This is an optimization exercise on Yosys and OpenROAD, whose aim is small area and a short achievable clock period, not a production implementation.
Power figures rest on the tool's default switching activity, not on a simulated workload.

==> module smp8, before the edit <==
module smp8 (input clk, reset,
output reg [3:0] pc,
input [7:0] instr,
output reg [7:0] AC);
wire [3:0] op = instr[7:4];
wire [3:0] a  = instr[3:0];
reg [7:0] R;
reg       Z;
reg [7:0] RAM [15:0];
wire [15:0] opd = 16'h1 << op;
wire [3:0] lo = 4'h1 << a[1:0];
wire [3:0] hi = 4'h1 << a[3:2];
wire [3:0] hi_ld = hi & {4{opd[1]}};
wire [3:0] hi_st = hi & {4{opd[2]}};
genvar w;
generate for (w = 0; w < 16; w = w + 1) begin : mem_w
  always @(posedge clk)
    if (hi_st[w/4] & lo[w%4]) RAM[w] <= AC;
end endgenerate
wire [7:0] memld = RAM[a] & {8{opd[1]}};
function [7:0] addp(input [7:0] x, input [7:0] z, input cin);
  reg [7:0] g, p, G, P;
  reg [8:0] c;
  integer i;
  begin
    g = x & z; p = x ^ z;
    G = g; P = p;
    G[0] = g[0] | (p[0] & cin);
    G[1] = G[1] | (P[1] & G[0]);  P[1] = P[1] & P[0];
    G[3] = G[3] | (P[3] & G[2]);  P[3] = P[3] & P[2];
    G[5] = G[5] | (P[5] & G[4]);  P[5] = P[5] & P[4];
    G[2] = G[2] | (P[2] & G[1]);
    G[3] = G[3] | (P[3] & G[1]);
    G[6] = G[6] | (P[6] & G[5]);  P[6] = P[6] & P[5];
    G[7] = G[7] | (P[7] & G[5]);  P[7] = P[7] & P[5];
    G[4] = G[4] | (P[4] & G[3]);
    G[5] = G[5] | (P[5] & G[3]);
    G[6] = G[6] | (P[6] & G[3]);
    c = {G[6:0], cin};
    addp = p ^ c[7:0];
  end
endfunction
wire sub = opd[9];
wire inc = opd[10];
wire [7:0] sum = addp(AC, (R ^ {8{sub}}) & {8{~inc}}, sub | inc);
reg [3:0] tt;
always @(*)
  case (op)
    4'h0, 4'h2, 4'h3, 4'h5, 4'h6, 4'h7: tt = 4'b1100;   
    4'h4: tt = 4'b1010;   
    4'hC: tt = 4'b1000;   
    4'hD: tt = 4'b1110;   
    4'hE: tt = 4'b0110;   
    4'hF: tt = 4'b0011;   
    default: tt = 4'b0000;   
  endcase
wire [7:0] lut = ({8{tt[3]}} &  AC &  R) | ({8{tt[2]}} &  AC & ~R)
               | ({8{tt[1]}} & ~AC &  R) | ({8{tt[0]}} & ~AC & ~R);
wire [7:0] acnext = memld | (sum & {8{opd[8] | opd[9] | opd[10]}}) | lut;
wire [7:0] p = AC ^ R;
wire [7:0] g = AC | R;
wire z_and = ~|(AC & R);
wire z_ac0 = ~|AC;
wire z_acff = &AC;
wire z_eq  = ~|p;
wire z_or  = ~|g;
wire z_sum = ~p[0] & &(p[7:1] ~^ g[6:0]);    
wire znext = (z_ac0 & opd[3])
  | (z_sum & (opd[4] | opd[5] | opd[6] | opd[7] | opd[8]))
  | (z_eq & (opd[9] | opd[14]))
  | (z_acff & (opd[10] | opd[15]))
  | opd[11]
  | (z_or & opd[13])
  | (z_and & (opd[0] | opd[1] | opd[2] | opd[12]));
wire jump = opd[5] | (opd[6] & Z) | (opd[7] & ~Z);
always @(posedge clk, posedge reset)
  if (reset) begin
    pc <= 4'h0;
    AC <= 8'h00;
    R  <= 8'h00;
    Z  <= 1'b0;
  end else begin
    pc <= jump ? a : pc + 4'h1;
    AC <= acnext;
    if (opd[3]) R <= AC;
    Z  <= znext;
  end
endmodule
Settings: LEC_CHECK=0, ABC_AREA=1, CAP_MARGIN=20, CORE_MARGIN=2, CORE_UTILIZATION=40, CTS_BUF_LIST=sky130_fd_sc_hd__clkbuf_8, SETUP_SLACK_MARGIN=1.75, SLEW_MARGIN=20; clock period 3.7 ns.
standard.sh (not shown) runs the stock make flow with config.mk's settings and CLKGATE_MAP_FILE= SYNTH_SCRIPT=/design/flow/synth_recipe.tcl, a recipe that flattens the netlist after the stock synthesis.
==> flow/flow/run.sh <==
#!/bin/bash
# Standard ORFS layout with two changes:
#  - Yosys's full-adder extraction is off, so ABC maps the adders itself;
#  - the port buffers that buffer_ports inserts are plain buf_2 cells
#    instead of the delay cells it otherwise picks.
export ADDER_MAP_FILE=
export BUFFER_PORTS_ARGS="-buffer_cell sky130_fd_sc_hd__buf_2"
bash standard.sh > standard.log 2>&1
Change:
--- a/flow/design.v
+++ b/flow/design.v
@@ -41,24 +41,18 @@
   end
 endfunction
 wire sub = opd[9];
 wire inc = opd[10];
 wire [7:0] sum = addp(AC, (R ^ {8{sub}}) & {8{~inc}}, sub | inc);
-reg [3:0] tt;
-always @(*)
-  case (op)
-    4'h0, 4'h2, 4'h3, 4'h5, 4'h6, 4'h7: tt = 4'b1100;   
-    4'h4: tt = 4'b1010;   
-    4'hC: tt = 4'b1000;   
-    4'hD: tt = 4'b1110;   
-    4'hE: tt = 4'b0110;   
-    4'hF: tt = 4'b0011;   
-    default: tt = 4'b0000;   
-  endcase
-wire [7:0] lut = ({8{tt[3]}} &  AC &  R) | ({8{tt[2]}} &  AC & ~R)
-               | ({8{tt[1]}} & ~AC &  R) | ({8{tt[0]}} & ~AC & ~R);
-wire [7:0] acnext = memld | (sum & {8{opd[8] | opd[9] | opd[10]}}) | lut;
+wire [7:0] acnext = memld
+  | (R   & {8{opd[4]}})
+  | (sum & {8{opd[8] | opd[9] | opd[10]}})
+  | ((AC & R) & {8{opd[12]}})
+  | ((AC | R) & {8{opd[13]}})
+  | ((AC ^ R) & {8{opd[14]}})
+  | (~AC & {8{opd[15]}})
+  | (AC  & {8{opd[0] | opd[2] | opd[3] | opd[5] | opd[6] | opd[7]}});
 wire [7:0] p = AC ^ R;
 wire [7:0] g = AC | R;
 wire z_and = ~|(AC & R);
 wire z_ac0 = ~|AC;
 wire z_acff = &AC;
Wire length goes down by 2.5%.
Die area barely changes.
Register-to-register slack barely changes.
Clock power rose by about 9%.
Sequential cell count is unchanged.
Via count falls by about 3%.
No run of this note included a check of the RTL's function; only the layout flow was run.

port drivers added, routing unchanged:
The flow's constraints put no driver on any port. The routed layouts listed below were extracted and timed again, unchanged, in two steps. Step 1 assumes that a clkbuf_16 drives the clock port and a buf_2 every other input. Step 2 also shifts input and output timing later by t, the mid clock arrival at the registers, as if the neighbouring blocks saw the same clock. Slacks: no drivers / after step 1 / after step 2; pairs: no drivers / after step 1.
run	shift t [ns]	slack for setup (ns)	hold slack, ns
the first run	0.508	1.664 / 1.684 / 1.176	0.474 / 0.453 / 0.575
the second run	0.499	1.656 / 1.615 / 1.188	0.471 / 0.450 / 0.566
After both steps every run listed still meets setup and hold. The setup slack of the first run, which loses most, moves by +0.020 ns with the drivers and by -0.488 ns with both steps.
